This is an optimization exercise on Yosys and OpenROAD, whose aim is small area and a short achievable clock period, not a production implementation.
RTL that was checked went through simulation tests only; none was proved equivalent to the original.
Function not checked in run 3: the RTL went through the layout flow alone.
Power figures rest on the tool's default switching activity, not on a simulated workload.

$ cat flow/config.mk
export PLATFORM = sky130hd
export DESIGN_NAME = ALU_TOP
export DESIGN_NICKNAME = ALU_TOP
export VERILOG_FILES = /design/flow/design.v
export SDC_FILE = /design/flow/constraint.sdc
export NUM_CORES = 4
export LEC_CHECK = 0
export CAP_MARGIN = 20
export CORE_MARGIN = 2
export CORE_UTILIZATION = 40
export SETUP_SLACK_MARGIN = 5
export SLEW_MARGIN = 20
$ cat flow/constraint.sdc
create_clock -name core_clock -period 32.0 [get_ports {clk}]
set_input_delay 6.4000 -clock core_clock [delete_from_list [all_inputs] [get_ports {clk}]]
set_output_delay 6.4000 -clock core_clock [all_outputs]
set_load 0.01 [all_outputs]
$ cat flow/design.v
module Decoder(
input       wire    [3:0]     ALU_FUN,
input       wire              VLD,
output      wire              Arith_EN,Logic_EN,CMP_EN,Shift_EN
);
assign Arith_EN = VLD & (ALU_FUN[3:2] == 2'b00);
assign Logic_EN = VLD & (ALU_FUN[3:2] == 2'b01);
assign CMP_EN   = VLD & (ALU_FUN[3:2] == 2'b10);
assign Shift_EN = VLD & (ALU_FUN[3:2] == 2'b11);
endmodule
module Arithmetic_Unit #(parameter W = 16, parameter TOPO = 0) (
input    wire     [W-1:0]   X,Y,
input    wire               CI,
output   wire     [W-1:0]   S,
output   wire               CO,
output   wire               PP
);
localparam L = (W <= 2) ? 1 : (W <= 4) ? 2 : (W <= 8) ? 3 : 4;
wire [W-1:0] p0 = X ^ Y;
wire [W:0]   c;
genvar l, j;
generate
if (TOPO == 3) begin : g_plain
  assign {c[W], S} = {1'b0, X} + {1'b0, Y} + {{W{1'b0}}, CI};
end else if (TOPO == 2) begin : g_bk
  wire [W-1:0] g [0:2*L];
  wire [W-1:0] p [0:2*L];
  assign g[0] = (X & Y) | {{(W-1){1'b0}}, p0[0] & CI};
  assign p[0] = p0;
  for (l = 0; l < L; l = l + 1) begin : g_up
    for (j = 0; j < W; j = j + 1) begin : g_bit
      if (((j + 1) % (1 << (l + 1))) == 0) begin : g_op
        assign g[l+1][j] = g[l][j] | (p[l][j] & g[l][j - (1 << l)]);
        assign p[l+1][j] = p[l][j] & p[l][j - (1 << l)];
      end else begin : g_cp
        assign g[l+1][j] = g[l][j];
        assign p[l+1][j] = p[l][j];
      end
    end
  end
  for (l = L - 1; l >= 0; l = l - 1) begin : g_dn
    for (j = 0; j < W; j = j + 1) begin : g_bit
      if ((((j + 1) % (1 << (l + 1))) == (1 << l)) && (j >= (1 << (l + 1)))) begin : g_op
        assign g[2*L-l][j] = g[2*L-l-1][j] | (p[2*L-l-1][j] & g[2*L-l-1][j - (1 << l)]);
        assign p[2*L-l][j] = p[2*L-l-1][j] & p[2*L-l-1][j - (1 << l)];
      end else begin : g_cp
        assign g[2*L-l][j] = g[2*L-l-1][j];
        assign p[2*L-l][j] = p[2*L-l-1][j];
      end
    end
  end
  assign c = {g[2*L], CI};
end else begin : g_pp
  wire [W-1:0] g [0:L];
  wire [W-1:0] p [0:L];
  assign g[0] = (X & Y) | {{(W-1){1'b0}}, p0[0] & CI};
  assign p[0] = p0;
  for (l = 0; l < L; l = l + 1) begin : g_lvl
    for (j = 0; j < W; j = j + 1) begin : g_bit
      if (TOPO == 1) begin : g_ks
        if (j >= (1 << l)) begin : g_op
          assign g[l+1][j] = g[l][j] | (p[l][j] & g[l][j - (1 << l)]);
          assign p[l+1][j] = p[l][j] & p[l][j - (1 << l)];
        end else begin : g_cp
          assign g[l+1][j] = g[l][j];
          assign p[l+1][j] = p[l][j];
        end
      end else begin : g_sk
        if ((j >> l) & 1) begin : g_op
          assign g[l+1][j] = g[l][j] | (p[l][j] & g[l][((j >> l) << l) - 1]);
          assign p[l+1][j] = p[l][j] & p[l][((j >> l) << l) - 1];
        end else begin : g_cp
          assign g[l+1][j] = g[l][j];
          assign p[l+1][j] = p[l][j];
        end
      end
    end
  end
  assign c = {g[L], CI};
end
endgenerate
generate
if (TOPO != 3) begin : g_sum
  assign S = p0 ^ c[W-1:0];
end
endgenerate
assign CO = c[W];
assign PP = &p0;
endmodule
module Logic_Unit(
input    wire     [15:0]    A,NB,
input    wire     [1:0]     FUN,
input    wire               Logic_EN,
output   wire     [15:0]    Logic_OUT,
output   wire               Logic_Flag
);
wire [15:0] B = ~NB;
wire [15:0] r = FUN[0] ? (A | B) : (A & B);
assign Logic_OUT  = {16{Logic_EN}} & (r ^ {16{FUN[1]}});
assign Logic_Flag = Logic_EN;
endmodule
module CMP_Unit(
input    wire                GE,
input    wire                EQ,
input    wire     [1:0]      FUN,
input    wire                CMP_EN,
output   wire     [15:0]     CMP_OUT,
output   wire                CMP_Flag
);
wire eq = EQ;
reg  r;
always @(*)
begin
  case (FUN)
    2'b00: r = 1'b0;
    2'b01: r = eq;
    2'b10: r = GE & ~eq;
    2'b11: r = ~GE;
  endcase
end
assign CMP_OUT  = {15'b0, CMP_EN & r};
assign CMP_Flag = CMP_EN;
endmodule
module Shift_Unit(
input    wire     [15:0]     A,NB,
input    wire     [1:0]      FUN,
input    wire                Shift_EN,
output   wire     [15:0]     Shift_OUT,
output   wire                Shift_Flag
);
wire [15:0] v = FUN[1] ? ~NB : A;
assign Shift_OUT  = {16{Shift_EN}} & (FUN[0] ? {v[14:0], 1'b0} : {1'b0, v[15:1]});
assign Shift_Flag = Shift_EN;
endmodule
module ALU_TOP(
input    wire     [15:0]     A,B,
input    wire     [3:0]      ALU_FUN,
input    wire                clk,
input    wire                RST,
output   wire      [15:0]    Arith_OUT,Logic_OUT,CMP_OUT,Shift_OUT,
output   wire                Carry_OUT,
output   wire                Arith_Flag,Logic_Flag,CMP_Flag,Shift_Flag
);
localparam M = 7;       
localparam TOPO = 0;    
wire is_mul = (ALU_FUN == 4'b0010);
wire is_div = (ALU_FUN == 4'b0011);
wire is_add = (ALU_FUN == 4'b0000);
wire is_sub = (ALU_FUN == 4'b0001);
wire [15:0] x_in [16:M];
assign x_in[16] = is_mul ? 16'b0 : A;
wire [15:M] q_hi;
genvar i;
generate
for (i = 15; i >= M; i = i - 1) begin : g_row_in
  wire [15-i:0] y = is_mul ? (A[15-i:0] & {(16-i){B[i]}}) : ~B[15-i:0];
  wire          bz = ~|B[15:16-i];
  wire          cout;
  wire [15-i:0] s;
  Arithmetic_Unit #(.W(16-i), .TOPO(TOPO)) U_row (.X(x_in[i+1][15:i]), .Y(y), .CI(~is_mul), .S(s), .CO(cout), .PP());
  assign q_hi[i] = cout & bz;
  wire take = is_mul | (is_div & q_hi[i]);
  assign x_in[i] = {take ? s : x_in[i+1][15:i], x_in[i+1][i-1:0]};
end
endgenerate
reg [15:0]   X_r, Y_r;
reg [15:M]   Q_r;
reg [M-1:0]  G_r;
reg [3:0]    fun_r;
reg          mul_r, div_r, add_r, as_r, ci_r;
reg          vld_r;
always @(posedge clk or negedge RST)
begin
  if (!RST)
    vld_r <= 1'b0;
  else
    vld_r <= 1'b1;
end
always @(posedge clk)
begin
  X_r   <= x_in[M];
  Y_r   <= is_mul ? A : is_add ? B : ~B;
  Q_r   <= q_hi;
  G_r   <= is_mul ? B[M-1:0] : {M{1'b1}};
  fun_r <= ALU_FUN;
  mul_r <= is_mul;
  div_r <= is_div;
  add_r <= is_add;
  as_r  <= is_add | is_sub;
  ci_r  <= ~is_mul & ~is_add;
end
wire arith_en, logic_en, cmp_en, shift_en;
Decoder U_Decoder (.ALU_FUN(fun_r), .VLD(vld_r),
  .Arith_EN(arith_en), .Logic_EN(logic_en), .CMP_EN(cmp_en), .Shift_EN(shift_en));
wire [15:0] x_out [M:0];
assign x_out[M] = X_r;
wire [M-1:0] q_lo;
wire         co0;
wire         eq0;
generate
for (i = M-1; i >= 0; i = i - 1) begin : g_row_out
  wire [15-i:0] y = Y_r[15-i:0] & {(16-i){G_r[i]}};
  wire          bz;
  if (i == 0) begin : g_bz0
    assign bz = 1'b1;
  end else begin : g_bz
    assign bz = ~|(~Y_r[15:16-i]);
  end
  wire          cout, pp;
  wire [15-i:0] s;
  Arithmetic_Unit #(.W(16-i), .TOPO(TOPO)) U_row (.X(x_out[i+1][15:i]), .Y(y), .CI(ci_r), .S(s), .CO(cout), .PP(pp));
  assign q_lo[i] = cout & bz;
  if (i == 0) begin : g_x0
    wire take = mul_r | as_r;
    assign x_out[i] = take ? s : x_out[i+1];
    assign eq0 = pp;
    assign co0 = cout;
  end else begin : g_x
    wire take = mul_r | (div_r & q_lo[i]);
    assign x_out[i] = {take ? s : x_out[i+1][15:i], x_out[i+1][i-1:0]};
  end
end
endgenerate
wire [15:0] quot = {Q_r, q_lo};
assign Arith_OUT  = {16{arith_en}} & (div_r ? quot : x_out[0]);
assign Carry_OUT  = arith_en & add_r & co0;
assign Arith_Flag = arith_en;
CMP_Unit U_CMP (.GE(co0), .EQ(eq0), .FUN(fun_r[1:0]), .CMP_EN(cmp_en),
  .CMP_OUT(CMP_OUT), .CMP_Flag(CMP_Flag));
Logic_Unit U_logic (.A(X_r), .NB(Y_r), .FUN(fun_r[1:0]), .Logic_EN(logic_en),
  .Logic_OUT(Logic_OUT), .Logic_Flag(Logic_Flag));
Shift_Unit U_Shift (.A(X_r), .NB(Y_r), .FUN(fun_r[1:0]), .Shift_EN(shift_en),
  .Shift_OUT(Shift_OUT), .Shift_Flag(Shift_Flag));
endmodule
$ cat flow/run.sh
#!/bin/bash
# synth_recipe.tcl (not shown) runs the flow's synth.tcl, then flattens the netlist and writes it again
# the make line also repeats each setting of config.mk as NAME=value (left out here)
make -C /OpenROAD-flow-scripts/flow DESIGN_CONFIG=/design/flow/config.mk WORK_HOME=/design/flow/orfs CLKGATE_MAP_FILE= SYNTH_SCRIPT=/design/flow/synth_recipe.tcl finish
==> impl_results.md, run 1 <==
* Initial core utilization at 0.405
* Clock root cell: clkbuf_16
* Worst EP required at about 26000 ps
* Worst vdd ir at ~24 uV
* Syn Inst Count at 1439
* Crit-path max cell delay at around 700 ps
* Die Area at between 20000 and 30000 um^2
* Sequential share of the synthesized area at 0.104
* Post-synth cell types at 93
* Register area at around 1200 um^2
* Mean Syn Cell Area at ~7.8 um^2
* Clock transition at path regs at around 50 ps
* Crit end category: output port
* Number of synthesized flops with an enable pin at 0
* Max-Cap Viols at 0
* Max FO, Critical Path at 21
* #FFs+latches synth at between 50 and 60
* I/O Pins at between 100 and 150
* Share of cells above drive strength 1 at 0.0682
* Tmin final at about 25000 ps
* Placed cells at between 1500 and 2000
* CTS tree: done
* Largest net degree at the start of global routing at between 40 and 50
* Grt ovf at 0
* Status: timing/DRC/antenna clean
* Synth area leaders: fa_1 12%, ha_1 12%, dfxtp_1 10%, and2_1 5.8%, nor2_1 4.3%
* # DRC at 0
* Setup Viol. Count Final at 0
* Pre-antenna DRT Iters at 5
* Leak Pwr at ~0.0056 uW
* Fin nets at roughly 1700
* Max Fclk at around 0.040 GHz
* Pwr Density at slightly above 40 nW/um^2
* P&R area growth vs syn at 12.7%
* Fin Hold WS at about 6200 ps
* Synth top area share at 0.116
* Layout Cells excl Fill at ~1900
* Worst min-delay path class: in -> async
* Post-Syn Area at about 11000 um^2
* Async SR Flop Fraction at 0.0172
* Critical Path AT at 18510 ps
* Post-Route WL at about 37000 um
* RD Place Congestion at between 0.9 and 1
* Vias in the first global route at 10361
* Post-CTS Resized at 0
* Die height at between 150 and 200 um
* Rel. slew slack at 0.299
* CORE AREA at roughly 28000 um^2
* Most used cell, CP: a21o_1
* Worst setup SP type: flip-flop
* Multi-input gate area at approximately 9300 um^2
* DP HPWL at roughly 29000 um
* Fin. max-slew vios at 0
* Die X at approximately 170 um
* Area leader, netlist: fa_1
* Top_reg_cell synth: dfxtp_1
* Worst setup margin at around 7100 ps
* Final ANT Viol Nets at 0
* Most frequent cells after synthesis: 129 x nor2_1, 104 x and2_1, 104 x ha_1, 102 x nand2_1, 93 x inv_1
* Antenna violations before repair at 1
* Clock tree sinks at just under 60
* Via density at 5.74
* Crit Path Category: reg -> out
* DR WL/cell at 19.6 um
* Clock buffer depth at 2
* Routed via count at 10690
* Final hold viol count at 0
* CTS Hold Bufs at 0
* Num rows at just over 60
* Cts bufs inserted at 9
* Setup Buffers After CTS at 0
* Initial DRC Count at 897
* Fill cells at 2833
* YS warnings at 18
* First-pass GRT wire length at a little under 60000 um
* I/O Buffers at 91
* CP max stage cell: a311oi_1
* Setup tns final at 0 ps
* Unrepaired setup endpoints after global routing: no
* Top-count cell post-synth: nor2_1
* Worst slew pin tran at ~1100 ps
* Total Routing Usage GR at 0.253
* Setup WS pre-CTS at between 7000 and 8000 ps
* Final worst-path cycle share at 0.778
* H-tree depth at 3
==> metal layers <==
layer	track usage	wire [um]	up-vias
li1	-	-	5131
met1	0.335	16100	5135
met2	0.441	17700	365
met3	0.0228	1970	59
met4	0.0693	822	0
met5	0	0	-
==> registers in the layout, indices dropped and copies added, names as in the netlist <==
register and count:
Q_r 9, div_r 1, ci_r 1, G_r 7, fun_r 4, X_r 16, Y_r 16, mul_r 1
as_r 1, add_r 1, vld_r 1
==> worst paths after layout <==
path	slack, ps	end	cells past startpoint	from
setup / recovery	7090	Arith_OUT[15]	58	ci_r$_DFF_P_
hold / removal	6210	vld_r$_DFF_PN0_	1	RST
max in group asynchronous	25690	vld_r$_DFF_PN0_	1	RST
min in group core_clock	6670	fun_r[2]$_DFF_P_	1	ALU_FUN[2]
==> critical path, delay by kind of cell, from the launching register on <==
| kind | cells | cell delay [ps] |
|---|---|---|
| and+or+nand+nor | 12 | 3560 |
| AOI/OAI and AO/OA | 31 | 9270 |
| muxes | 1 | 540 |
| adders and majority gates | 8 | 2800 |
| buffers and inverters | 5 | 1130 |
| xor gates and xnor gates | 1 | 140 |
| DFF | 1 | 700 |
==> final cells by class <==
cell class | instances | share of cell area
tap | 378 | 0.0375
clock inverter | 5 | 0.00635
sequential | 58 | 0.0926
clock buffer | 10 | 0.0182
multi-input combinational | 1216 | 0.740
timing repair buffer | 99 | 0.0770
inverter | 94 | 0.0280
antenna | 1 | 0.000199
==> where the power goes <==
| group | internal (uW) | switching [uW] | total (uW) |
|---|---|---|---|
| Sequential | 77.3 | 12.9 | 90.2 |
| Clock | 67.4 | 32.5 | 99.9 |
| Combinational | 145 | 186 | 331 |
| Total | 290 | 231 | 521 |
==> cells in the final DEF (no fill, tap or decap), types with 21 or more instances in the layout <==
cell | Yosys | final
nor2_1 | 129 | 128
and2_1 | 104 | 104
ha_1 | 104 | 104
nand2_1 | 102 | 102
inv_1 | 93 | 93
clkdlybuf4s50_1 | 0 | 91
a21oi_1 | 83 | 83
o21ai_0 | 74 | 74
fa_1 | 65 | 65
dfxtp_1 | 57 | 56
a21o_1 | 56 | 56
xnor2_1 | 44 | 44
mux2_2 | 34 | 34
mux2i_1 | 30 | 30
o21a_1 | 28 | 28
nor3_1 | 27 | 26
a211oi_1 | 21 | 21
xor2_1 | 21 | 21
==> per-stage QoR <==
stage                     total power, uW  instance area [um^2]   util
after CTS                             519                 12600  0.456
final                                 521                 12600  0.456
after global placement                411                 12300  0.445
after global routing                  566                 12600  0.456
after detailed placement              417                 12300  0.445
after floorplan                       334                 11200      -
==> kinds of logic (layout without fill, tap and decap cells) <==
kind of cell    count (synthesis)  count (layout)  share of synthesized area
compound gates                404             404                      0.244
mux                            70              70                     0.0711
flops                          58              58                      0.104
other cells                     2              17                   0.000671
fa+ha+maj                     177             177                      0.240
xor+xnor                       65              65                     0.0509
buf+inv                       179             208                     0.0677
simple gates                  484             484                      0.221
==> inputs of run 2 (changes only) <==
==> flow/flow/run.sh (new file) <==
#!/bin/bash
# Standard layout, with timing repair aiming for a larger setup margin.
set -euo pipefail
bash standard.sh SETUP_SLACK_MARGIN=10 finish > flow.log 2>&1
==> flow/standard.sh (new file) <==
#!/bin/bash
# synth_recipe.tcl (not shown) runs the flow's synth.tcl, then flattens the netlist and writes it again
# the make line also repeats each setting of config.mk as NAME=value (left out here)
make -C /OpenROAD-flow-scripts/flow DESIGN_CONFIG=/design/flow/config.mk WORK_HOME=/design/flow/orfs CLKGATE_MAP_FILE= SYNTH_SCRIPT=/design/flow/synth_recipe.tcl "${@:-finish}"
--- a/flow/config.mk
+++ b/flow/config.mk
@@ -8,5 +8,4 @@
 export CAP_MARGIN = 20
 export CORE_MARGIN = 2
 export CORE_UTILIZATION = 40
-export SETUP_SLACK_MARGIN = 5
 export SLEW_MARGIN = 20
removed: flow/run.sh
==> run 2 against run 1 <==
Still clean on timing, DRC and antenna; area after synthesis stayed put; worst hold slack better by 4.8 ps; sequential power hardly changed; via count is 4.9% higher; sequential cell count stayed put; non-clock buffer count is 78 higher.
==> impl_results.md, run 2 <==
* Status: timing/DRC/antenna clean
* Grt ovf at 0 (unchanged)
* Leak Pwr at 0.00616 uW (+10%)
* Syn Inst Count at 1439 (unchanged)
* Crit Path Category: reg -> out
* Antenna diode instance count at 0 (-1)
* Setup crit start: G_r[6]$_SDFF_PN1_
* Num rows at 61 (unchanged)
* Top-count cell post-synth: nor2_1
* DR WL/cell at 20.3 um (+3.2%)
* Unrepaired setup endpoints after global routing: no
* Initial core utilization at 0.405 (unchanged)
* Max Fclk at 0.0466 GHz (+16%)
* Post-Route WL at 39400 um (+7.7%)
* Area leader, netlist: fa_1
* I/O Pins at 107 (unchanged)
* Critical Path AT at 15060 ps (-3450 ps)
* Die X at 171 um (unchanged)
* Clock root cell: clkbuf_16
* Placement Cell Area at 12300 um^2 (about the same)
* Die height at 171 um (unchanged)
* Post-Syn Area at 11200 um^2 (unchanged)
* Pre-antenna DRT Iters at 7 (+2)
* CP top delay family: compound AO/OA/AOI/OAI gates
* Util after Layout at 0.500 (+0.0438)
* Initial DRC Count at 898 (+0.11%)
* DP HPWL at 29800 um (+1.2%)
* Post-synth cell types at 93 (unchanged)
* Antenna violations before repair at 0 (-1)
* H-tree depth at 3 (unchanged)
* Routed via count at 11218 (+4.9%)
* Fin Hold WS at 6220 ps (+4.82 ps)
* Top_reg_cell synth: dfxtp_1
* Max-Cap Viols at 0 (unchanged)
* Async SR Flop Fraction at 0.0172 (unchanged)
* Worst setup SP type: flip-flop
* Vias in the first global route at 10754 (+3.8%)
* Worst vdd ir at 19.7 uV (-18%)
* CTS tree: done
* Cts bufs inserted at 9 (unchanged)
* Pwr Density at 40.7 nW/um^2 (-1.6%)
* Multi-input gate area at 9880 um^2 (+5.8%)
* Leading cell type in the layout, fill and taps excluded: nor2_1
* Clock buffer depth at 2 (unchanged)
* YS warnings at 18 (unchanged)
* Worst EP required at 25600 ps (about the same)
* #FFs+latches synth at 58 (unchanged)
* Total Routing Usage GR at 0.263 (+0.00980)
* First-pass GRT wire length at 59900 um (+3.2%)
* Mean Syn Cell Area at 7.78 um^2 (unchanged)
* CP bufs+invs at 7 (+2)
* Max FO, Critical Path at 13 (-38%)
* CORE AREA at 27600 um^2 (unchanged)
* Most used cell, CP: a21o_1
* Tmin final at 21460 ps (-3440 ps)
* # DRC at 0 (unchanged)
* I/O Buffers at 91 (unchanged)
* Final ANT Viol Nets at 0 (unchanged)
* Largest net degree at the start of global routing at 45 (unchanged)
* Worst min-delay path class: in -> async
* Fin area at 13800 um^2 (+9.6%)
* RD Place Congestion at 0.940 (+4.5%)
* Worst slew pin tran at 1060 ps (+11.8 ps)
* Final worst-path cycle share at 0.671 (-0.108)
* Fin. max-slew vios at 0 (unchanged)
* Sequential share of the synthesized area at 0.104 (unchanged)
* Synth top area share at 0.116 (unchanged)
* Most frequent cells after synthesis: 129 x nor2_1, 104 x and2_1, 104 x ha_1, 102 x nand2_1, 93 x inv_1
* CP max stage cell: clkdlybuf4s50_1
* Setup Viol. Count Final at 0 (unchanged)
* Commonest cells after routing, fill and taps aside: 124 x nor2_1, 104 x ha_1, 102 x and2_1
* Clock transition at path regs at 50 ps (about the same)
* Register area at 1170 um^2 (+0.32%)
* Crit-path max cell delay at 480 ps (-240 ps)
* Die Area at 29300 um^2 (unchanged)
* Largest registers: X_r x16, Y_r x16, Q_r x9
* Share of cells above drive strength 1 at 0.171 (+0.103)
* Synth area leaders: fa_1 12%, ha_1 12%, dfxtp_1 10%, and2_1 5.8%, nor2_1 4.3%
* Fin nets at 1766 (+4.8%)
* Final hold viol count at 0 (unchanged)
* Rel. slew slack at 0.292 (-0.00789)
* Number of synthesized flops with an enable pin at 0 (unchanged)
* Via density at 5.78 (+0.56%)
* P&R area growth vs syn at 23.5%
* Setup tns final at 0 ps (unchanged)
* Clock tree sinks at 58 (unchanged)
* Crit end category: output port
* Fill cells at 2706 (-4.5%)
## run 2: worst paths after layout
kind | to | slack, ps | cells past startpoint
max | Carry_OUT | 10540 | 64
min | vld_r$_DFF_PN0_ | 6220 | 1
max in group asynchronous | vld_r$_DFF_PN0_ | 25680 | 1
min in group core_clock | fun_r[2]$_DFF_P_ | 6280 | 1
## run 2: cell families (layout without fill, tap and decap cells)
family	after synthesis	after routing	share of synthesized area
muxes	70	70	0.0711
other	2	16	0.000671
DFF	58	58	0.104
buffers and inverters	179	287	0.0677
xor gates and xnor gates	65	65	0.0509
adders and majority gates	177	177	0.240
and+or+nand+nor	484	486	0.221
AOI/OAI and AO/OA	404	405	0.244
## run 2: power breakdown
group,internal (uW),switching (uW),total [uW]
Sequential,77.4,13.1,90.5
Clock,72.3,32.1,104
Combinational,162,205,367
## run 2: cell type report
type / instances / area share
clock buffers: 12 / 0.0186
clock inverters: 4 / 0.00534
inverters: 94 / 0.0258
multi-input cells: 1219 / 0.715
flip-flops and latches: 58 / 0.0848
well taps: 378 / 0.0342
repair buffers: 177 / 0.116
## run 2: per-layer routing
metal	share of wire	GRT usage	vias up
li1	-	-	5282
met4	0.033	0.0929	0
met5	0	0	-
met2	0.47	0.436	464
met1	0.44	0.361	5381
met3	0.057	0.0191	91
## run 2: what timing repair did
action | in CTS | in global routing
resized for setup | 84 | 77
cloned | 2 | 3
buffers inserted | 22 | 53
hold buffers | 0 | 0
endpoints found under the setup margin | 28 | 27
pin swaps | 15 | 33
## run 2: through the flow
stage | instances | total power [uW] | setup slack [ps]
after global routing | 1942 | 603 | 9930
after CTS | 1886 | 536 | 10030
final | 1942 | 562 | 10540
after floorplan | 1453 | 334 | 10040
after detailed placement | 1846 | 421 | 6800
after global placement | 1846 | 419 | 6750
==> inputs of run 3 (changes only) <==
--- a/flow/design.v
+++ b/flow/design.v
@@ -142,7 +142,7 @@
 output   wire                Arith_Flag,Logic_Flag,CMP_Flag,Shift_Flag
 );
 localparam M = 7;       
-localparam TOPO = 0;    
+localparam TOPO = 2;    
 wire is_mul = (ALU_FUN == 4'b0010);
 wire is_div = (ALU_FUN == 4'b0011);
 wire is_add = (ALU_FUN == 4'b0000);
==> flow/flow/run.sh (replaced) <==
#!/bin/bash
# Standard layout, with timing repair aiming for a larger setup margin.
set -euo pipefail
bash standard.sh SETUP_SLACK_MARGIN=12 finish > flow.log 2>&1
--- a/flow/config.mk
+++ b/flow/config.mk
@@ -5,6 +5,7 @@
 export SDC_FILE = /design/flow/constraint.sdc
 export NUM_CORES = 4
 export LEC_CHECK = 0
+export ABC_AREA = 1
 export CAP_MARGIN = 20
 export CORE_MARGIN = 2
 export CORE_UTILIZATION = 40
==> run 3 against run 2 <==
Area after synthesis shrank 4.2%; via count grew 4.3%; die area shrank 4.1%; non-clock buffer count grew 111; clock power shrank 12%; clock-buffer cell count is the same; worst hold slack gained 25 ps; first-iteration DRC count shrank 6.6%; final cell count grew 13%; global-route usage grew 0.77 points; sequential share of layout area shrank 0.70 points; largest cell class unchanged.
==> impl_results.md, run 3 <==
* H-tree depth at 3 (unchanged)
* Crit-path max cell delay at 530 ps (+50 ps)
* Cts bufs inserted at 9 (unchanged)
* Total Routing Usage GR at 0.271 (+0.00774)
* Antenna violations before repair at 0 (unchanged)
* Max-Cap Viols at 0 (unchanged)
* Fin nets at 2085 (+18%)
* Async SR Flop Fraction at 0.0172 (unchanged)
* Most frequent cells after synthesis: 421 x nand2_1, 256 x inv_1, 100 x ha_1, 99 x a21oi_1, 94 x nand3_1
* Critical Path AT at 14390 ps (-670 ps)
* Final worst-path cycle share at 0.650 (-0.0212)
* Synth top area share at 0.163 (+0.0463)
* Largest registers: X_r x16, Y_r x16, Q_r x9
* Max Fclk at 0.0481 GHz (+3.3%)
* Max FO, Critical Path at 8 (-5)
* Util after Layout at 0.587 (+0.0874)
* Die height at 168 um (-2.1%)
* Grt ovf at 0 (unchanged)
* RD Place Congestion at 0.945 (+0.52%)
* Fin. max-slew vios at 0 (unchanged)
* Synth area leaders: fa_1 16%, nand2_1 15%, ha_1 12%, dfxtp_1 11%, inv_1 9.0%
* Vias in the first global route at 11322 (+5.3%)
* Syn Inst Count at 1617 (+12%)
* Fin Hold WS at 6240 ps (+24.6 ps)
* Worst vdd ir at 27.9 uV (+42%)
* I/O Pins at 107 (unchanged)
* Worst setup SP type: flip-flop
* Via density at 5.32 (-7.9%)
* CP bufs+invs at 24 (+17)
* Status: timing/DRC/antenna clean
* Rel. slew slack at 0.175 (-0.116)
* CORE AREA at 26200 um^2 (-5.1%)
* Pre-antenna DRT Iters at 5 (-2)
* Clock tree sinks at 58 (unchanged)
* Initial core utilization at 0.409 (+0.00389)
* Power Total at 585 uW (+4.1%)
* Number of synthesized flops with an enable pin at 0 (unchanged)
* Worst min-delay path class: in -> reg
* Clock root cell: clkbuf_16
* #FFs+latches synth at 58 (unchanged)
* Initial DRC Count at 839 (-6.6%)
* Worst EP required at 25600 ps (about the same)
* Placement Cell Area at 11900 um^2 (-3.6%)
* Tmin final at 20790 ps (-678 ps)
* Share of cells above drive strength 1 at 0.339 (+0.168)
* Area leader, netlist: fa_1
* # DRC at 0 (unchanged)
* Post-Syn Area at 10700 um^2 (-4.2%)
* Clock transition at path regs at 50 ps (about the same)
* Clock buffer depth at 2 (unchanged)
* Leak Pwr at 0.00777 uW (+26%)
* Fin area at 15400 um^2 (+11%)
* First-pass GRT wire length at 59900 um (about the same)
* Unrepaired setup endpoints after global routing: yes
* Pwr Density at 38.0 nW/um^2 (-6.5%)
* Top_reg_cell synth: dfxtp_1
* Post-Route WL at 40500 um (+3.0%)
* I/O Buffers at 91 (unchanged)
* Most used cell, CP: nand2_2
* Num rows at 59 (-3.3%)
* Final ANT Viol Nets at 0 (unchanged)
* CP top delay family: compound AO/OA/AOI/OAI gates
* Setup tns final at 0 ps (unchanged)
* Crit Path Category: reg -> out
* Mean Syn Cell Area at 6.63 um^2 (-15%)
* DR WL/cell at 18.4 um (-9.0%)
* CTS tree: done
* YS warnings at 18 (unchanged)
* Final hold viol count at 0 (unchanged)
* Die X at 168 um (-2.1%)
* CP max stage cell: fa_2
* Commonest cells after routing, fill and taps aside: 341 x nand2_1, 221 x inv_1, 164 x buf_4
* Die Area at 28100 um^2 (-4.1%)
* DP HPWL at 28500 um (-4.3%)
* Top-count cell post-synth: nand2_1
* Sequential share of the synthesized area at 0.109 (+0.00461)
* Antenna diode instance count at 0 (unchanged)
* P&R area growth vs syn at 43.7%
* Largest net degree at the start of global routing at 50 (+11%)
* Crit end category: output port
* Setup Viol. Count Final at 0 (unchanged)
* Post-synth cell types at 57 (-39%)
* Worst slew pin tran at 1240 ps (+173 ps)
* Routed via count at 11696 (+4.3%)
* Leading cell type in the layout, fill and taps excluded: nand2_1
[run 3: cell count changes after synthesis, sizes merged, moves of 38 or more]
cell   before  now
and2      106    4
a21o       60   15
nand3      19  103
nand2     103  438
inv        94  271
nor2      129   91
[run 3: layout make-up]
type                       count  area, um^2
sequential                    58        1200
timing repair buffer         288        2530
fill                        2342       10800
clock inverter                 3        40.0
inverter                     275        1080
tap                          335         419
multi-input combinational   1226        9870
timing repair inverter         2        13.8
clock buffer                  12         246
[run 3: path summary, 6_finish.rpt]
path / from / slack [ps] / cells past startpoint / endpoint
max: Y_r[0]$_DFF_P_ / 11210 / 102 / Arith_OUT[11]
min: ALU_FUN[2] / 6240 / 1 / fun_r[2]$_DFF_P_
max in group asynchronous: RST / 25520 / 1 / vld_r$_DFF_PN0_
min in group asynchronous: RST / 6300 / 1 / vld_r$_DFF_PN0_
[run 3: repair_timing]
item | CTS | global route
pin swaps | 58 | 191
setup buffers | 112 | 71
hold buffers | 0 | 0
setup endpoints to repair | 28 | 28
gates cloned | 5 | 0
gates resized for setup | 217 | 298
[run 3: kinds of logic (layout without fill, tap and decap cells)]
kind of cell	after synthesis	in the layout	share of synthesized area
AND/OR/NAND/NOR	676	676	0.272
buffers and inverters	348	580	0.131
AO/OA/AOI/OAI	286	287	0.157
adder cells (fa/ha/maj)	187	187	0.279
flip-flops	58	58	0.109
XOR/XNOR	57	57	0.0466
multiplexers	3	3	0.00397
other	2	16	0.000701
[run 3: power breakdown]
| group | internal, uW | switching, uW |
|---|---|---|
| Combinational | 185 | 219 |
| Clock | 61.5 | 30.0 |
| Sequential | 77.2 | 12.2 |
[run 3: per-stage QoR]
step / setup WS, ps / cells
2_1_floorplan: 11970 / 1631
3_3_place_gp: 7290 / 1996
3_5_place_dp: 7240 / 1996
4_1_cts: 11180 / 2128
5_1_grt: 10570 / 2199
6_report: 11210 / 2199
[run 3: routing by layer]
| layer | track usage | vias to the layer above | wire (um) |
|---|---|---|---|
| met5 | 0 | - | 0 |
| met4 | 0.121 | 0 | 1940 |
| met3 | 0.0182 | 134 | 2400 |
| met2 | 0.485 | 476 | 20200 |
| li1 | - | 5585 | - |
| met1 | 0.334 | 5501 | 16000 |
==> inputs of run 4 (changes only) <==
--- a/flow/design.v
+++ b/flow/design.v
@@ -142,7 +142,7 @@
 output   wire                Arith_Flag,Logic_Flag,CMP_Flag,Shift_Flag
 );
 localparam M = 7;       
-localparam TOPO = 2;    
+localparam TOPO = 0;    
 wire is_mul = (ALU_FUN == 4'b0010);
 wire is_div = (ALU_FUN == 4'b0011);
 wire is_add = (ALU_FUN == 4'b0000);
==> run 4 against run 3 <==
Still clean; design area decreased by 7.3%; combinational power decreased by about 10%; clock power increased by 13%; clock-buffer cell count decreased by 1; area after synthesis increased by 1.7%; sequential share of layout area increased by 0.48 points.
==> impl_results.md, run 4 <==
* I/O Pins at 107 (unchanged)
* First-pass GRT wire length at 59400 um (-0.91%)
* Async SR Flop Fraction at 0.0172 (unchanged)
* CP top delay family: simple AND/OR/NAND/NOR gates
* Worst min-delay path class: in -> async
* Worst vdd ir at 27.6 uV (-1.3%)
* CP max stage cell: fa_2
* # DRC at 0 (unchanged)
* Num rows at 60 (+1.7%)
* Final worst-path cycle share at 0.610 (-0.0397)
* Max-Cap Viols at 0 (unchanged)
* Top-count cell post-synth: nand2_1
* Post-Route WL at 39700 um (-2.1%)
* DR WL/cell at 17.5 um (-4.9%)
* Clock buffer depth at 2 (unchanged)
* Worst setup margin at 12480 ps (+1270 ps)
* CORE AREA at 26900 um^2 (+2.6%)
* Antenna diode instance count at 0 (unchanged)
* Worst slew pin tran at 1000 ps (-231 ps)
* YS warnings at 18 (unchanged)
* Pwr Density at 38.8 nW/um^2 (+2.1%)
* Vias in the first global route at 11124 (-1.7%)
* Rel. slew slack at 0.328 (+0.152)
* #FFs+latches synth at 58 (unchanged)
* Max Fclk at 0.0512 GHz (+6.5%)
* CP bufs+invs at 17 (-29%)
* Top_reg_cell synth: dfxtp_1
* CTS tree: done
* Met2 wire len at 19200 um (-5.3%)
* Crit-path max cell delay at 410 ps (-120 ps)
* Max FO, Critical Path at 6 (-2)
* Clock root cell: clkbuf_16
* Status: timing/DRC/antenna clean
* Met1 WL at 16700 um (+4.2%)
* Die Area at 28600 um^2 (+1.7%)
* Sequential share of the synthesized area at 0.107 (-0.00182)
* Post-Syn Area at 10900 um^2 (+1.7%)
* Setup Viol. Count Final at 0 (unchanged)
* P&R area growth vs syn at 30.9%
* Initial DRC Count at 921 (+9.8%)
* Commonest cells after routing, fill and taps aside: 429 x nand2_1, 275 x inv_1, 119 x nand3_1
* Setup WS pre-CTS at 8670 ps (+1430 ps)
* Final hold viol count at 0 (unchanged)
* Share of cells above drive strength 1 at 0.200 (-0.139)
* Mean Syn Cell Area at 6.23 um^2 (-6.0%)
* Unrepaired setup endpoints after global routing: no
* Leading cell type in the layout, fill and taps excluded: nand2_1
* Clock transition at path regs at 60 ps (about the same)
* Number of synthesized flops with an enable pin at 0 (unchanged)
* Fill cells at 2642 (+13%)
* Synth area leaders: nand2_1 16%, fa_1 12%, ha_1 12%, dfxtp_1 10%, inv_1 10%
* Syn Inst Count at 1749 (+8.2%)
* Via density at 5.25 (-1.3%)
* RD Place Congestion at 0.972 (+2.8%)
* Most frequent cells after synthesis: 467 x nand2_1, 295 x inv_1, 131 x nand3_1, 110 x nor2_1, 104 x ha_1
* Largest net degree at the start of global routing at 46 (-8.0%)
* DP HPWL at 29600 um (+3.9%)
* Fin. max-slew vios at 0 (unchanged)
* Post-synth cell types at 53 (-7.0%)
* Antenna violations before repair at 0 (unchanged)
* Clock tree sinks at 58 (unchanged)
* Final ANT Viol Nets at 0 (unchanged)
* Synth top area share at 0.161 (-0.00169)
* Area leader, netlist: nand2_1
* Routed via count at 11886 (+1.6%)
* Critical Path AT at 19760 ps (+5370 ps)
* Cts bufs inserted at 9 (unchanged)
* Leak Pwr at 0.00751 uW (-3.4%)
* Most used cell, CP: nand2_1
* Initial core utilization at 0.405 (-0.00339)
* Tmin final at 19520 ps (-1270 ps)
* Total Routing Usage GR at 0.266 (-0.00516)
* Die height at 169 um (+0.83%)
* Die X at 169 um (+0.83%)
* Util after Layout at 0.531 (-0.0566)
* Grt ovf at 0 (unchanged)
* Crit Path Category: in -> reg
* Crit end category: flip-flop
* Pre-antenna DRT Iters at 7 (+2)
* Worst EP required at 32250 ps (+6650 ps)
* I/O Buffers at 91 (unchanged)
* Setup tns final at 0 ps (unchanged)
* Worst setup SP type: primary input
* Largest registers: X_r x16, Y_r x16, Q_r x9
* Metal3 WL at 2090 um (-13%)
* CTS Hold Bufs at 0 (unchanged)
* Fin nets at 2127 (+2.0%)
* Max layer used: met4
* H-tree depth at 3 (unchanged)
[run 4: cells by family (layout without fill, tap and decap cells)]
kind of cell             count (synthesis)  in the layout  share of synthesized area
AO/OA/AOI/OAI                          284            285                      0.151
XOR/XNOR                                65             65                     0.0522
adder cells (fa/ha/maj)                169            169                      0.239
buffers and inverters                  378            536                      0.138
flip-flops                              58             58                      0.107
multiplexers                             4              4                    0.00367
other                                    2             16                   0.000689
AND/OR/NAND/NOR                        789            790                      0.308
[run 4: where the power goes]
| part | internal (uW) | switching, uW |
|---|---|---|
| clock network | 69.2 | 34.0 |
| logic | 155 | 207 |
| registers | 77.0 | 11.6 |
[run 4: metrics by stage]
step / std cells / power (uW) / hold slack (ps) / area, um^2
after global placement: 2132 / 384 / 6550 / 12000
after global routing: 2264 / 600 / 6200 / 14300
final: 2264 / 553 / 6200 / 14300
after detailed placement: 2132 / 387 / 6550 / 12000
after CTS: 2206 / 506 / 6200 / 13200
after floorplan: 1763 / 313 / 6100 / 11000
[run 4: layout make-up]
type,instances,area [um^2],share of cell area
clock buffer,11,243,0.0170
clock inverter,3,65.1,0.00456
sequential,58,1180,0.0826
multi-input combinational,1329,9150,0.641
inverter,306,1190,0.0835
timing repair inverter,2,16.3,0.00114
timing repair buffer,214,2000,0.140
tap,341,427,0.0299
[run 4: metal layers]
layer | GRT usage | up-vias
met5 | 0 | -
met1 | 0.339 | 5521
li1 | - | 5837
met4 | 0.104 | 0
met2 | 0.469 | 428
met3 | 0.0171 | 100
[run 4: worst max path at each step]
stage                                  to         startpoint  cells after the start
after floorplan            X_r[7]$_DFF_P_         ALU_FUN[3]                     92
after global placement    X_r[14]$_DFF_P_         ALU_FUN[3]                     95
after detailed placement  X_r[13]$_DFF_P_         ALU_FUN[3]                     95
after CTS                   Arith_OUT[14]  G_r[6]$_SDFF_PN1_                     94
after global routing        Arith_OUT[15]     Y_r[0]$_DFF_P_                     96
final                     X_r[10]$_DFF_P_         ALU_FUN[3]                     99
[run 4: repair_timing]
| action | in CTS | in global routing |
|---|---|---|
| cloned | 6 | 1 |
| buffers inserted | 54 | 57 |
| gates resized for setup | 103 | 155 |
| pin swaps | 25 | 87 |
| setup endpoints to repair | 28 | 28 |
==> inputs of run 5 (changes only) <==
==> flow/flow/run.sh (replaced) <==
#!/bin/bash
# Standard layout, with timing repair aiming for a larger setup margin.
set -euo pipefail
bash standard.sh SETUP_SLACK_MARGIN=15 finish > flow.log 2>&1
==> run 5 against run 4 <==
Largest power group unchanged; clock-buffer cell count is the same; synthesized cell count is the same; sequential power is essentially flat; routed wire length grew 22%; clock power is essentially flat; highest routed layer unchanged; worst hold slack lost 31 ps; sequential cell count is the same; critical endpoint is now X_r[12]$_DFF_P_; global-route usage grew 3.3 points; critical path depth shrank 4; sequential share of layout area shrank 1.6 points; die area is the same.
==> impl_results.md, run 5 <==
* DP HPWL at 30300 um (+2.3%)
* Num rows at 60 (unchanged)
* Largest net degree at the start of global routing at 46 (unchanged)
* Leading cell type in the layout, fill and taps excluded: nand2_1
* Largest registers: X_r x16, Y_r x16, Q_r x9
* Post-synth cell types at 53 (unchanged)
* Share of cells above drive strength 1 at 0.429 (+0.229)
* P_int at 389 uW (+29%)
* Initial DRC Count at 1358 (+47%)
* Leak Pwr at 0.00878 uW (+17%)
* Unrepaired setup endpoints after global routing: yes
* Clock transition at path regs at 60 ps (about the same)
* Antenna diode instance count at 0 (unchanged)
* Final ANT Viol Nets at 0 (unchanged)
* CTS tree: done
* Async SR Flop Fraction at 0.0172 (unchanged)
* Top-count cell post-synth: nand2_1
* Routed via count at 13563 (+14%)
* # DRC at 0 (unchanged)
* Critical Path AT at 19790 ps (+30 ps)
* Area leader, netlist: nand2_1
* Number of synthesized flops with an enable pin at 0 (unchanged)
* Max-Cap Viols at 0 (unchanged)
* H-tree depth at 3 (unchanged)
* Top_reg_cell synth: dfxtp_1
* Max FO, Critical Path at 7 (+1)
* Worst vdd ir at 35.8 uV (+30%)
* Worst setup SP type: primary input
* Worst EP required at 32270 ps (+20 ps)
* Total Routing Usage GR at 0.299 (+0.0331)
* Tmin final at 19520 ps (+6.20 ps)
* Switching Share at 0.463 (+0.00724)
* Crit Path Category: in -> reg
* Cts bufs inserted at 9 (unchanged)
* Via density at 5.58 (+6.3%)
* Pwr Density at 41.1 nW/um^2 (+6.0%)
* Setup Viol. Count Final at 0 (unchanged)
* Worst setup margin at 12480 ps (-6.20 ps)
* Crit end category: flip-flop
* Commonest cells after routing, fill and taps aside: 328 x nand2_1, 231 x inv_1, 214 x buf_4
* Clock buffer depth at 2 (unchanged)
* Net Switching at 336 uW (+33%)
* Combinational share of power at 0.739 (+0.086)
* Post-Syn Area at 10900 um^2 (unchanged)
* First-pass GRT wire length at 66700 um (+12%)
* Clock root cell: clkbuf_16
* Antenna violations before repair at 1 (+1)
* RD Place Congestion at 0.914 (-6.0%)
* Clk pwr share at 0.139 (-0.048)
* I/O Buffers at 91 (unchanged)
* Final worst-path cycle share at 0.610 (about the same)
* Vias in the first global route at 12434 (+12%)
* Synth top area share at 0.161 (unchanged)
* Max Fclk at 0.0512 GHz (about the same)
* Synth area leaders: nand2_1 16%, fa_1 12%, ha_1 12%, dfxtp_1 10%, inv_1 10%
* Fin. max-slew vios at 0 (unchanged)
* Clock tree sinks at 58 (unchanged)
* Most frequent cells after synthesis: 467 x nand2_1, 295 x inv_1, 131 x nand3_1, 110 x nor2_1, 104 x ha_1
* #FFs+latches synth at 58 (unchanged)
* Sequential share of the synthesized area at 0.107 (unchanged)
* Status: timing/DRC/antenna clean
* Post-Route WL at 48400 um (+22%)
* Worst min-delay path class: in -> reg
* Initial core utilization at 0.405 (unchanged)
* CTS Hold Bufs at 0 (unchanged)
* Pre-antenna DRT Iters at 6 (-1)
* Syn Inst Count at 1749 (unchanged)
* Setup tns final at 0 ps (unchanged)
* Die X at 169 um (unchanged)
* Die height at 169 um (unchanged)
* Setup WS pre-CTS at 10240 ps (+1580 ps)
* YS warnings at 18 (unchanged)
* Crit-path max cell delay at 380 ps (-30 ps)
* Final hold viol count at 0 (unchanged)
* Share of power burned in registers at 0.122 (-0.038)
* Rel. slew slack at 0.127 (-0.201)
* Die Area at 28600 um^2 (unchanged)
* P&R area growth vs syn at 61.9%
* CORE AREA at 26900 um^2 (unchanged)
* I/O Pins at 107 (unchanged)
* Grt ovf at 0 (unchanged)
* Most used cell, CP: nand2_1
* DR WL/cell at 19.9 um (+13%)
* Fin nets at 2292 (+7.8%)
* Worst slew pin tran at 1310 ps (+303 ps)
* CP max stage cell: fa_2
* Mean Syn Cell Area at 6.23 um^2 (unchanged)
## run 5: cell counts after synthesis
Identical to the previous run, type by type.
## run 5: power groups by stage
stage               registers [uW]  logic (uW)  clock network (uW)
finish                        88.4         536                 101
global route                  88.5         575                 106
CTS                           87.5         417                 101
detailed placement            89.3         315                   0
global placement              89.2         312                   0
floorplan                     81.9         247                   0
## run 5: through the flow
step           instance area [um^2]  power (uW)  cells  hold WS (ps)  utilization
2_1_floorplan                 11500         329   1763          6100            -
3_3_place_gp                  12400         401   2133          6550        0.463
3_5_place_dp                  12400         404   2133          6550        0.463
4_1_cts                       15600         606   2343          6170        0.581
5_1_grt                       17600         769   2431          6160        0.656
6_report                      17600         725   2431          6170        0.656
## run 5: critical path, delay by kind of cell
kind / cells / cell delay, ps
simple gates: 41 / 4430
buf+inv: 18 / 1720
compound gates: 23 / 3490
fa+ha+maj: 12 / 3460
mux: 1 / 250
## run 5: final timing paths
check                      slack, ps  depth (start not counted)  startpoint               end
worst max-delay path           12480                         95  ALU_FUN[3]   X_r[12]$_DFF_P_
worst min-delay path            6170                          1  ALU_FUN[3]  fun_r[3]$_DFF_P_
max in group asynchronous      25700                          1         RST   vld_r$_DFF_PN0_
min in group asynchronous       6200                          1         RST   vld_r$_DFF_PN0_
## run 5: cell families (layout without fill, tap and decap cells)
| group | count (synthesis) | count (layout) | share of synthesized area |
|---|---|---|---|
| AO/OA/AOI/OAI | 284 | 284 | 0.151 |
| adder cells (fa/ha/maj) | 169 | 169 | 0.239 |
| multiplexers | 4 | 4 | 0.00367 |
| other | 2 | 16 | 0.000689 |
| AND/OR/NAND/NOR | 789 | 790 | 0.308 |
| flip-flops | 58 | 58 | 0.107 |
| buffers and inverters | 378 | 704 | 0.138 |
| XOR/XNOR | 65 | 65 | 0.0522 |
## run 5: routing by layer
layer / global-route usage / share of wire / up-vias
met2: 0.522 / 0.48 / 696
met5: 0 / 0 / -
met1: 0.367 / 0.38 / 6466
met4: 0.145 / 0.064 / 0
li1: - / - / 6189
met3: 0.0323 / 0.071 / 212
## run 5: final cells by class
class                   count  area, um^2
repair inverters            4        47.5
well taps                 341         427
flip-flops and latches     58        1180
clock buffers              11         253
inverters                 306        1230
clock inverters             5        62.6
repair buffers            378        3400
fillers                  2130        9240
multi-input cells        1328       11000
## run 5: repair_timing
item                       in CTS  in global routing
setup buffers                 187                 88
setup endpoints to repair      29                 29
hold endpoints to repair        0                  0
resized for setup             438                301
pin swaps                     192                207
gates cloned                    7                  0
==> inputs of run 6 (changes only) <==
==> flow/flow/run.sh (replaced) <==
#!/bin/bash
# The standard layout (standard.sh), with these settings changed:
#   SETUP_SLACK_MARGIN: timing repair aims for this much setup slack
#   BUFFER_PORTS_ARGS: the port buffers are the smallest buffer cell
set -euo pipefail
bash standard.sh SETUP_SLACK_MARGIN=12 "BUFFER_PORTS_ARGS=-buffer_cell sky130_fd_sc_hd__buf_1" finish > flow.log 2>&1
==> run 6 against run 5 <==
Area after synthesis unchanged; first-iteration DRC count decreased by 31%; clock-buffer cell count decreased by 2; critical path depth decreased by 2; clock power increased by 6%; worst setup slack improved by 150 ps; combinational power decreased by 35%; sequential share of layout area increased by 2.0 points; final cell count decreased by 7.1%; power decreased by 25%; still clean.
==> impl_results.md, run 6 <==
* Clock transition at path regs at 60 ps (about the same)
* Fin. max-slew vios at 0 (unchanged)
* Clock tree sinks at 58 (unchanged)
* Critical Path AT at 19630 ps (-160 ps)
* Synth area leaders: nand2_1 16%, fa_1 12%, ha_1 12%, dfxtp_1 10%, inv_1 10%
* Commonest cells after routing, fill and taps aside: 427 x nand2_1, 277 x inv_1, 117 x nand3_1
* Tmin final at 19370 ps (-148 ps)
* Max-Cap Viols at 0 (unchanged)
* Worst EP required at 32260 ps (about the same)
* Final ANT Viol Nets at 0 (unchanged)
* Worst setup SP type: primary input
* Mean Syn Cell Area at 6.23 um^2 (unchanged)
* Initial DRC Count at 933 (-31%)
* Total Routing Usage GR at 0.259 (-0.0393)
* #FFs+latches synth at 58 (unchanged)
* Leak Pwr at 0.00718 uW (-18%)
* Max Fclk at 0.0516 GHz (+0.76%)
* Number of synthesized flops with an enable pin at 0 (unchanged)
* Async SR Flop Fraction at 0.0172 (unchanged)
* Pre-antenna DRT Iters at 5 (-1)
* CTS tree: done
* Die Area at 28600 um^2 (unchanged)
* Crit end category: flip-flop
* CP max stage cell: fa_2
* Post-synth cell types at 53 (unchanged)
* Final worst-path cycle share at 0.605 (-0.00462)
* Clock buffer depth at 2 (unchanged)
* Largest registers: X_r x16, Y_r x16, Q_r x9
* YS warnings at 18 (unchanged)
* CORE AREA at 26900 um^2 (unchanged)
* Die height at 169 um (unchanged)
* Vias in the first global route at 10777 (-13%)
* Rel. slew slack at 0.275 (+0.148)
* Worst slew pin tran at 1090 ps (-221 ps)
* Placement Cell Area at 11400 um^2 (-8.2%)
* Initial core utilization at 0.405 (unchanged)
* Cts bufs inserted at 9 (unchanged)
* Antenna diode instance count at 0 (unchanged)
* Clock root cell: clkbuf_16
* Crit Path Category: in -> reg
* Fin nets at 2120 (-7.5%)
* Grt ovf at 0 (unchanged)
* # DRC at 0 (unchanged)
* Syn Inst Count at 1749 (unchanged)
* Routed via count at 11996 (-12%)
* Leading cell type in the layout, fill and taps excluded: nand2_1
* Top-count cell post-synth: nand2_1
* CTS Hold Bufs at 0 (unchanged)
* Die X at 169 um (unchanged)
* Area leader, netlist: nand2_1
* Post-Route WL at 39200 um (-19%)
* Unrepaired setup endpoints after global routing: no
* DP HPWL at 29400 um (-3.1%)
* Setup tns final at 0 ps (unchanged)
* Most frequent cells after synthesis: 467 x nand2_1, 295 x inv_1, 131 x nand3_1, 110 x nor2_1, 104 x ha_1
* Largest net degree at the start of global routing at 46 (unchanged)
* First-pass GRT wire length at 57900 um (-13%)
* Fill cells at 2815 (+32%)
* Fin area at 13600 um^2 (-23%)
* Pwr Density at 40.1 nW/um^2 (-2.4%)
* Worst min-delay path class: in -> async
* Via density at 5.31 (-4.8%)
* Antenna violations before repair at 0 (-1)
* I/O Buffers at 91 (unchanged)
* RD Place Congestion at 0.954 (+4.4%)
* Worst vdd ir at 28.2 uV (-21%)
* Final hold viol count at 0 (unchanged)
* Top_reg_cell synth: dfxtp_1
* I/O Pins at 107 (unchanged)
* Share of cells above drive strength 1 at 0.193 (-0.236)
* Sequential share of the synthesized area at 0.107 (unchanged)
* Most used cell, CP: nand2_1
* Crit-path max cell delay at 430 ps (+50 ps)
* Status: timing/DRC/antenna clean
* Num rows at 60 (unchanged)
* CP top delay family: simple AND/OR/NAND/NOR gates
* CP bufs+invs at 15 (-3)
* Synth top area share at 0.161 (unchanged)
* Post-Syn Area at 10900 um^2 (unchanged)
* Max FO, Critical Path at 7 (unchanged)
* DR WL/cell at 17.4 um (-13%)
* Power Total at 543 uW (-25%)
* Setup Viol. Count Final at 0 (unchanged)
* H-tree depth at 3 (unchanged)
* P&R area growth vs syn at 24.4%
-- run 6: cell count changes in the layout (fill, tap and decap cells not counted), moves of 51 or more --
cell	before	now
nand2_1	328	427
nand2_2	102	44
buf_1	0	90
buf_4	214	100
buf_6	58	7
clkdlybuf4s50_1	65	0
nand3_1	66	117
-- run 6: report_power, final --
part	switching [uW]	internal, uW
Sequential	13.2	77.0
Combinational	202	143
Clock	38.8	68.7
Total	254	289
-- run 6: layer usage --
layer  GRT usage  up-vias  share of wire
met5           0        -              0
met4      0.0907        0          0.035
met3      0.0227       80          0.057
met2       0.449      404           0.48
met1       0.339     5680           0.42
li1            -     5832              -
-- run 6: cell families after synthesis --
| logic type | synth area share |
|---|---|
| adders and majority gates | 0.239 |
| other | 0.000689 |
| muxes | 0.00367 |
| and+or+nand+nor | 0.308 |
| buffers and inverters | 0.138 |
| AOI/OAI and AO/OA | 0.151 |
| DFF | 0.107 |
| xor gates and xnor gates | 0.0522 |
-- run 6: area by class of cell --
cell class                 instances  area, um^2  area share
clock buffer                       9         225      0.0166
clock inverter                     7         101     0.00748
inverter                         306        1190      0.0876
multi-input combinational       1330        9080       0.670
sequential                        58        1180      0.0872
tap                              341         427      0.0315
timing repair buffer             205        1330      0.0978
timing repair inverter             3        23.8     0.00175
-- run 6: repair_timing --
action / CTS / global route
pin swaps: 10 / 85
gates cloned: 3 / 5
setup endpoints to repair: 28 / 28
buffers inserted: 34 / 72
resized for setup: 67 / 161
-- run 6: path summary, 6_finish.rpt --
kind	start	cells after the start	slack (ps)	end
min in group core_clock	ALU_FUN[3]	1	6180	fun_r[3]$_DFF_P_
setup / recovery	ALU_FUN[1]	93	12630	X_r[10]$_DFF_P_
hold / removal	RST	1	5820	vld_r$_DFF_PN0_
max in group asynchronous	RST	1	26080	vld_r$_DFF_PN0_
-- run 6: metrics by stage --
step	setup WS, ps	std cells	util	hold WS, ps
after floorplan	12040	1763	-	6100
after global placement	9710	2129	0.425	6170
after detailed placement	9230	2129	0.425	6170
after CTS	12000	2182	0.456	5820
after global routing	11790	2259	0.504	5810
final	12630	2259	0.504	5820
==> inputs of run 7 (changes only) <==
--- a/flow/config.mk
+++ b/flow/config.mk
@@ -8,5 +8,5 @@
 export ABC_AREA = 1
 export CAP_MARGIN = 20
 export CORE_MARGIN = 2
-export CORE_UTILIZATION = 40
+export CORE_UTILIZATION = 60
 export SLEW_MARGIN = 20
==> run 7 against run 6 <==
Worst setup slack lost 320 ps; area after synthesis unchanged; largest power group unchanged; worst hold slack worse by 3.1 ps; non-clock buffer count fell by 15; sequential share of layout area increased by 0.22 points; utilization grew 23 points; power decreased by 4.2%; combinational power about the same.
==> impl_results.md, run 7 <==
* Mean Syn Cell Area at 6.23 um^2 (unchanged)
* Antenna violations before repair at 0 (unchanged)
* Synth top area share at 0.161 (unchanged)
* Worst EP required at 32210 ps (-50 ps)
* Clock root cell: clkbuf_16
* Final worst-path cycle share at 0.615 (+0.00987)
* Final ANT Viol Nets at 0 (unchanged)
* Global route hottest layer: met2
* # DRC at 0 (unchanged)
* Unrepaired setup endpoints after global routing: no
* CP max stage cell: fa_2
* Syn Inst Count at 1749 (unchanged)
* Top_reg_cell synth: dfxtp_1
* Rel. slew slack at 0.305 (+0.0304)
* Vias in the first global route at 10737 (-0.37%)
* Crit end category: flip-flop
* Area leader, netlist: nand2_1
* Number of synthesized flops with an enable pin at 0 (unchanged)
* Grt ovf at 0 (unchanged)
* First-pass GRT wire length at 54800 um (-5.3%)
* Worst setup SP type: primary input
* Crit Path Category: in -> reg
* CTS tree: done
* Crit-path max cell delay at 380 ps (-50 ps)
* Post-Syn Area at 10900 um^2 (unchanged)
* Routed via count at 12083 (+0.73%)
* Worst slew pin tran at 1040 ps (-45.5 ps)
* #FFs+latches synth at 58 (unchanged)
* YS warnings at 18 (unchanged)
* Antenna diode instance count at 0 (unchanged)
* H-tree depth at 3 (unchanged)
* Setup crit start: ALU_FUN[1]
* DR WL/cell at 17.5 um (+1.0%)
* Grt met3 use at 0.0283 (+0.00564)
* Clock tree sinks at 58 (unchanged)
* GR Layer Usage met1 at 0.452 (+0.113)
* DP HPWL at 27700 um (-5.8%)
* Worst min-delay path class: in -> async
* Die height at 139 um (-18%)
* Cts bufs inserted at 9 (unchanged)
* Clock transition at path regs at 60 ps (about the same)
* Die Area at 19300 um^2 (-33%)
* Combinational share of power at 0.658 (+0.022)
* Most frequent cells after synthesis: 467 x nand2_1, 295 x inv_1, 131 x nand3_1, 110 x nor2_1, 104 x ha_1
* Async SR Flop Fraction at 0.0172 (unchanged)
* RD Place Congestion at 0.996 (+4.4%)
* Post-synth cell types at 53 (unchanged)
* Fin area at 13200 um^2 (-2.7%)
* Share of cells above drive strength 1 at 0.181 (-0.0126)
* Critical Path AT at 19900 ps (+270 ps)
* Pre-antenna DRT Iters at 6 (+1)
* Net Switching at 249 uW (-2.2%)
* Leak Pwr at 0.00707 uW (-1.5%)
* CTS Hold Bufs at 0 (unchanged)
* I/O Pins at 107 (unchanged)
* Largest net degree at the start of global routing at 46 (unchanged)
* CORE AREA at 17900 um^2 (-33%)
* Share of power burned in registers at 0.172 (+0.006)
* Max FO, Critical Path at 6 (-1)
* Setup Viol. Count Final at 0 (unchanged)
* Via density at 5.67 (+6.8%)
* Initial DRC Count at 1011 (+8.4%)
* Worst vdd ir at 28.2 uV (about the same)
* P_int at 272 uW (-5.9%)
* Status: timing/DRC/antenna clean
* Fin nets at 2104 (-0.75%)
* Initial core utilization at 0.609 (+0.203)
* Largest registers: X_r x16, Y_r x16, Q_r x9
* Fill cells at 1545 (-45%)
* Most used cell, CP: nand2_2
* Synth area leaders: nand2_1 16%, fa_1 12%, ha_1 12%, dfxtp_1 10%, inv_1 10%
* Top-count cell post-synth: nand2_1
* Max Fclk at 0.0508 GHz (-1.6%)
* Leading cell type in the layout, fill and taps excluded: nand2_1
* Switching Share at 0.478 (+0.00958)
* Post-Route WL at 37400 um (-4.7%)
* Fin. max-slew vios at 0 (unchanged)
* Die X at 139 um (-18%)
* Final hold viol count at 0 (unchanged)
* Max-Cap Viols at 0 (unchanged)
* I/O Buffers at 91 (unchanged)
* Total Routing Usage GR at 0.355 (+0.0952)
* Met2 usage at 0.617 (+0.167)
* P&R area growth vs syn at 21.0%
* Placement Cell Area at 11300 um^2 (-1.4%)
* Clock buffer depth at 2 (unchanged)
* Pwr Density at 39.5 nW/um^2 (-1.5%)
* Num rows at 49 (-18%)
* Sequential share of the synthesized area at 0.107 (unchanged)
* Clk pwr share at 0.169 (-0.029)
* Tmin final at 19690 ps (+316 ps)
* Setup tns final at 0 ps (unchanged)
* Commonest cells after routing, fill and taps aside: 430 x nand2_1, 276 x inv_1, 117 x nand3_1
## run 7: changes by cell type in the layout (fill, tap and decap cells not counted), moves of 3 or more
cell      before  now
nor2_1       107  104
o21ai_1        9   13
nand2_1      427  430
nor2_2         3    6
o21ai_2       20   16
buf_4        100   87
nand2_2       44   38
clkinv_2       0    3
## run 7: cell families (layout without fill, tap and decap cells)
kind of cell,after synthesis,after routing,share of synthesized area
adder cells (fa/ha/maj),169,169,0.239
other,2,16,0.000689
XOR/XNOR,65,65,0.0522
buffers and inverters,378,515,0.138
flip-flops,58,58,0.107
multiplexers,4,4,0.00367
AO/OA/AOI/OAI,284,284,0.151
AND/OR/NAND/NOR,789,791,0.308
## run 7: timing repair
action | in CTS | in global routing
resized for setup | 64 | 151
pin swaps | 10 | 75
buffers inserted | 23 | 70
endpoints found under the setup margin | 28 | 28
gates cloned | 3 | 4
## run 7: critical path: cells and delay by family
family | cells | cell delay, ps
AOI/OAI and AO/OA | 26 | 3800
adders and majority gates | 12 | 3730
buffers and inverters | 16 | 1850
muxes | 1 | 260
and+or+nand+nor | 39 | 3830
## run 7: worst max-delay path by stage
stage	end	slack [ps]
floorplan	X_r[7]$_DFF_P_	12040
global placement	X_r[14]$_DFF_P_	9780
detailed placement	X_r[14]$_DFF_P_	9210
global route	X_r[15]$_DFF_P_	11650
finish	X_r[7]$_DFF_P_	12310
CTS	X_r[12]$_DFF_P_	12020
## run 7: metal layers
layer  vias up  wire [um]
met2       552      18200
met1      5595      14500
li1       5808          -
met3       128       2770
met4         0       1990
met5         -          0
## run 7: power groups by stage
stage,Combinational [uW],Clock (uW),Sequential [uW]
finish,343,88.2,89.8
global route,381,91.8,90.0
CTS,294,87.6,89.2
detailed placement,287,0,90.8
global placement,281,0,90.7
floorplan,231,0,81.9
## run 7: area by class of cell
type	count	area, um^2	area share
Sequential cell	58	1180	0.0894
Timing Repair Buffer	190	1200	0.0908
Inverter	306	1190	0.0903
Clock inverter	5	30.0	0.00228
Timing Repair inverter	3	23.8	0.00180
Clock buffer	11	243	0.0184
Tap cell	229	287	0.0217
Multi-Input combinational cell	1329	9030	0.685
## run 7: metrics by stage
step	worst slack, ps	hold WS (ps)	utilization	instances	total power [uW]
after floorplan	12040	6100	-	1763	313
after global placement	9780	6170	0.629	2015	372
after detailed placement	9210	6170	0.629	2015	377
after CTS	12020	5820	0.669	2057	471
after global routing	11650	5820	0.737	2131	563
final	12310	5820	0.737	2131	521
==> inputs of run 8 (changes only) <==
==> flow/flow/run.sh (replaced) <==
#!/bin/bash
# The standard layout (standard.sh), with these settings changed:
#   ADDER_MAP_FILE empty: synthesis does not extract full/half adder cells
#   SETUP_SLACK_MARGIN: timing repair aims for this much setup slack
#   BUFFER_PORTS_ARGS: the port buffers are the smallest buffer cell
set -euo pipefail
bash standard.sh ADDER_MAP_FILE= SETUP_SLACK_MARGIN=16 "BUFFER_PORTS_ARGS=-buffer_cell sky130_fd_sc_hd__buf_1" finish > flow.log 2>&1
==> run 8 against run 7 <==
Clock power is 9.9% higher; die area up 27%; global-route usage rose by 2.7 points; final cell count increased by 38%; maximum frequency is 21% higher; via count rose by 44%; utilization is 3.2 points higher; clock-buffer cell count down 2; critical endpoint is now CMP_OUT[0]; largest power group unchanged.
==> impl_results.md, run 8 <==
* Share of cells above drive strength 1 at 0.320 (+0.139)
* Vias in the first global route at 14758 (+37%)
* Crit-path max cell delay at 490 ps (+110 ps)
* Critical Path AT at 9870 ps (-10030 ps)
* #FFs+latches synth at 58 (unchanged)
* Largest net degree at the start of global routing at 80 (+74%)
* Initial core utilization at 0.613 (+0.00482)
* Commonest cells after routing, fill and taps aside: 703 x nand2_1, 295 x inv_1, 199 x nand2_2
* CORE AREA at 22700 um^2 (+27%)
* RD Place Congestion at 0.991 (-0.48%)
* Status: timing/DRC/antenna clean
* Antenna violations before repair at 0 (unchanged)
* Routed via count at 17340 (+44%)
* Clock buffer depth at 2 (unchanged)
* CP max stage cell: dfxtp_1
* Mean Syn Cell Area at 5.70 um^2 (-8.5%)
* Setup tns final at 0 ps (unchanged)
* Max FO, Critical Path at 8 (+2)
* Total Routing Usage GR at 0.381 (+0.0267)
* Syn Inst Count at 2445 (+40%)
* Top_reg_cell synth: dfxtp_1
* Register area at 1200 um^2 (+2.0%)
* Pre-antenna DRT Iters at 6 (unchanged)
* Post-Route WL at 53000 um (+42%)
* Post-synth cell types at 60 (+13%)
* Worst slew pin tran at 1260 ps (+218 ps)
* H-tree depth at 3 (unchanged)
* Worst EP required at 25600 ps (-6610 ps)
* Number of synthesized flops with an enable pin at 0 (unchanged)
* Worst vdd ir at 24.4 uV (-13%)
* CP top delay family: simple AND/OR/NAND/NOR gates
* Top-count cell post-synth: nand2_1
* Die height at 156 um (+13%)
* Max Fclk at 0.0615 GHz (+21%)
* CTS tree: done
* First-pass GRT wire length at 74800 um (+37%)
* Die Area at 24500 um^2 (+27%)
* Clock tree sinks at 58 (unchanged)
* Die X at 156 um (+13%)
* DP HPWL at 35300 um (+28%)
* Placement Cell Area at 13800 um^2 (+23%)
* Max-Cap Viols at 0 (unchanged)
* Power Total at 660 uW (+27%)
* Unrepaired setup endpoints after global routing: yes
* Largest registers: X_r x16, Y_r x16, Q_r x9
* YS warnings at 18 (unchanged)
* Clock root cell: clkbuf_16
* Initial DRC Count at 1580 (+56%)
* I/O Buffers at 91 (unchanged)
* Clock transition at path regs at 60 ps (about the same)
* Via density at 5.91 (+4.2%)
* Most frequent cells after synthesis: 823 x nand2_1, 301 x inv_1, 237 x nand3_1, 124 x nand2_2, 122 x nor2_1
* Synth area leaders: nand2_1 22%, nand3_1 8.5%, dfxtp_1 8.2%, inv_1 8.1%, nand2_2 5.6%
* DR WL/cell at 18.1 um (+3.0%)
* Rel. slew slack at 0.154 (-0.151)
* Crit end category: output port
* Sequential share of the synthesized area at 0.0837 (-0.0233)
* Fin. max-slew vios at 0 (unchanged)
* CP bufs+invs at 8 (-8)
* Area leader, netlist: nand2_1
* Worst min-delay path class: in -> async
* Synth top area share at 0.222 (+0.0609)
* WP depth at 77 (-18%)
* Fin Hold WS at 5820 ps (+0.740 ps)
* Multi-input gate area at 12500 um^2 (+39%)
* # DRC at 0 (unchanged)
* Most used cell, CP: nand2_4
* Worst setup SP type: flip-flop
* Pwr Density at 37.9 nW/um^2 (-4.1%)
* I/O Pins at 107 (unchanged)
* Crit Path Category: reg -> out
* Cts bufs inserted at 9 (unchanged)
* Leading cell type in the layout, fill and taps excluded: nand2_1
* Grt ovf at 0 (unchanged)
* P&R area growth vs syn at 25.2%
* Post-Syn Area at 13900 um^2 (+28%)
* Fill cells at 1814 (+17%)
* Leak Pwr at 0.00964 uW (+36%)
* Fin nets at 2682 (+27%)
* Async SR Flop Fraction at 0.0172 (unchanged)
* Final hold viol count at 0 (unchanged)
* Tmin final at 16270 ps (-3420 ps)
* Final worst-path cycle share at 0.508 (-0.107)
* Num rows at 55 (+12%)
* Antenna diode instance count at 0 (unchanged)
* Final ANT Viol Nets at 0 (unchanged)
* Fin area at 17400 um^2 (+32%)
* Setup Viol. Count Final at 0 (unchanged)
run 8: changes by cell type after synthesis, sizes merged, moves of 25 or more:
cell / change
nand2: +536
nand3: +164
ha: -104
nand3b: +73
fa: -65
nor2: +39
inv: +25
run 8: path summary, 6_finish.rpt:
kind / end / startpoint
worst min-delay path: vld_r$_DFF_PN0_ / RST
min in group core_clock: fun_r[1]$_DFF_P_ / ALU_FUN[1]
worst max-delay path: CMP_OUT[0] / div_r$_DFF_P_
max in group asynchronous: vld_r$_DFF_PN0_ / RST
run 8: repair_timing:
item                                    in CTS  in global routing
setup buffers                               60                 85
hold buffers                                 0                  0
cloned                                      16                  8
pin swaps                                   46                121
endpoints found under the setup margin      28                 28
endpoints found under the hold margin        0                  0
resized for setup                          116                373
run 8: kinds of logic (layout without fill, tap and decap cells):
| kind of cell | Yosys count | count (layout) | synth area share |
|---|---|---|---|
| AOI/OAI and AO/OA | 302 | 302 | 0.127 |
| xor gates and xnor gates | 62 | 62 | 0.0390 |
| buffers and inverters | 431 | 599 | 0.160 |
| DFF | 58 | 58 | 0.0837 |
| other | 2 | 16 | 0.000539 |
| and+or+nand+nor | 1590 | 1612 | 0.590 |
run 8: layer usage:
layer / global-route usage / routed length [um] / up-vias
li1: - / - / 8221
met1: 0.473 / 20000 / 7975
met2: 0.655 / 24800 / 897
met3: 0.0371 / 4820 / 247
met4: 0.196 / 3410 / 0
met5: 0 / 0 / -
run 8: through the flow:
stage / setup slack [ps] / utilization / std cells
finish: 15730 / 0.768 / 2934
global route: 15280 / 0.768 / 2934
CTS: 15970 / 0.670 / 2841
detailed placement: 14910 / 0.608 / 2749
global placement: 15130 / 0.608 / 2749
floorplan: 17580 / - / 2459
run 8: where the power goes:
group | internal, uW | switching [uW] | leakage, uW
sequential | 76.9 | 9.90 | 0.000488
combinational | 168 | 308 | 0.00902
clock | 60.5 | 36.3 | 0.000134
total | 306 | 355 | 0.00964
run 8: final cells by class:
class	count	share of cell area
multi-input combinational	1992	0.719
clock inverter	7	0.00445
tap	285	0.0204
inverter	334	0.0752
timing repair buffer	249	0.0990
clock buffer	9	0.0129
sequential	58	0.0689
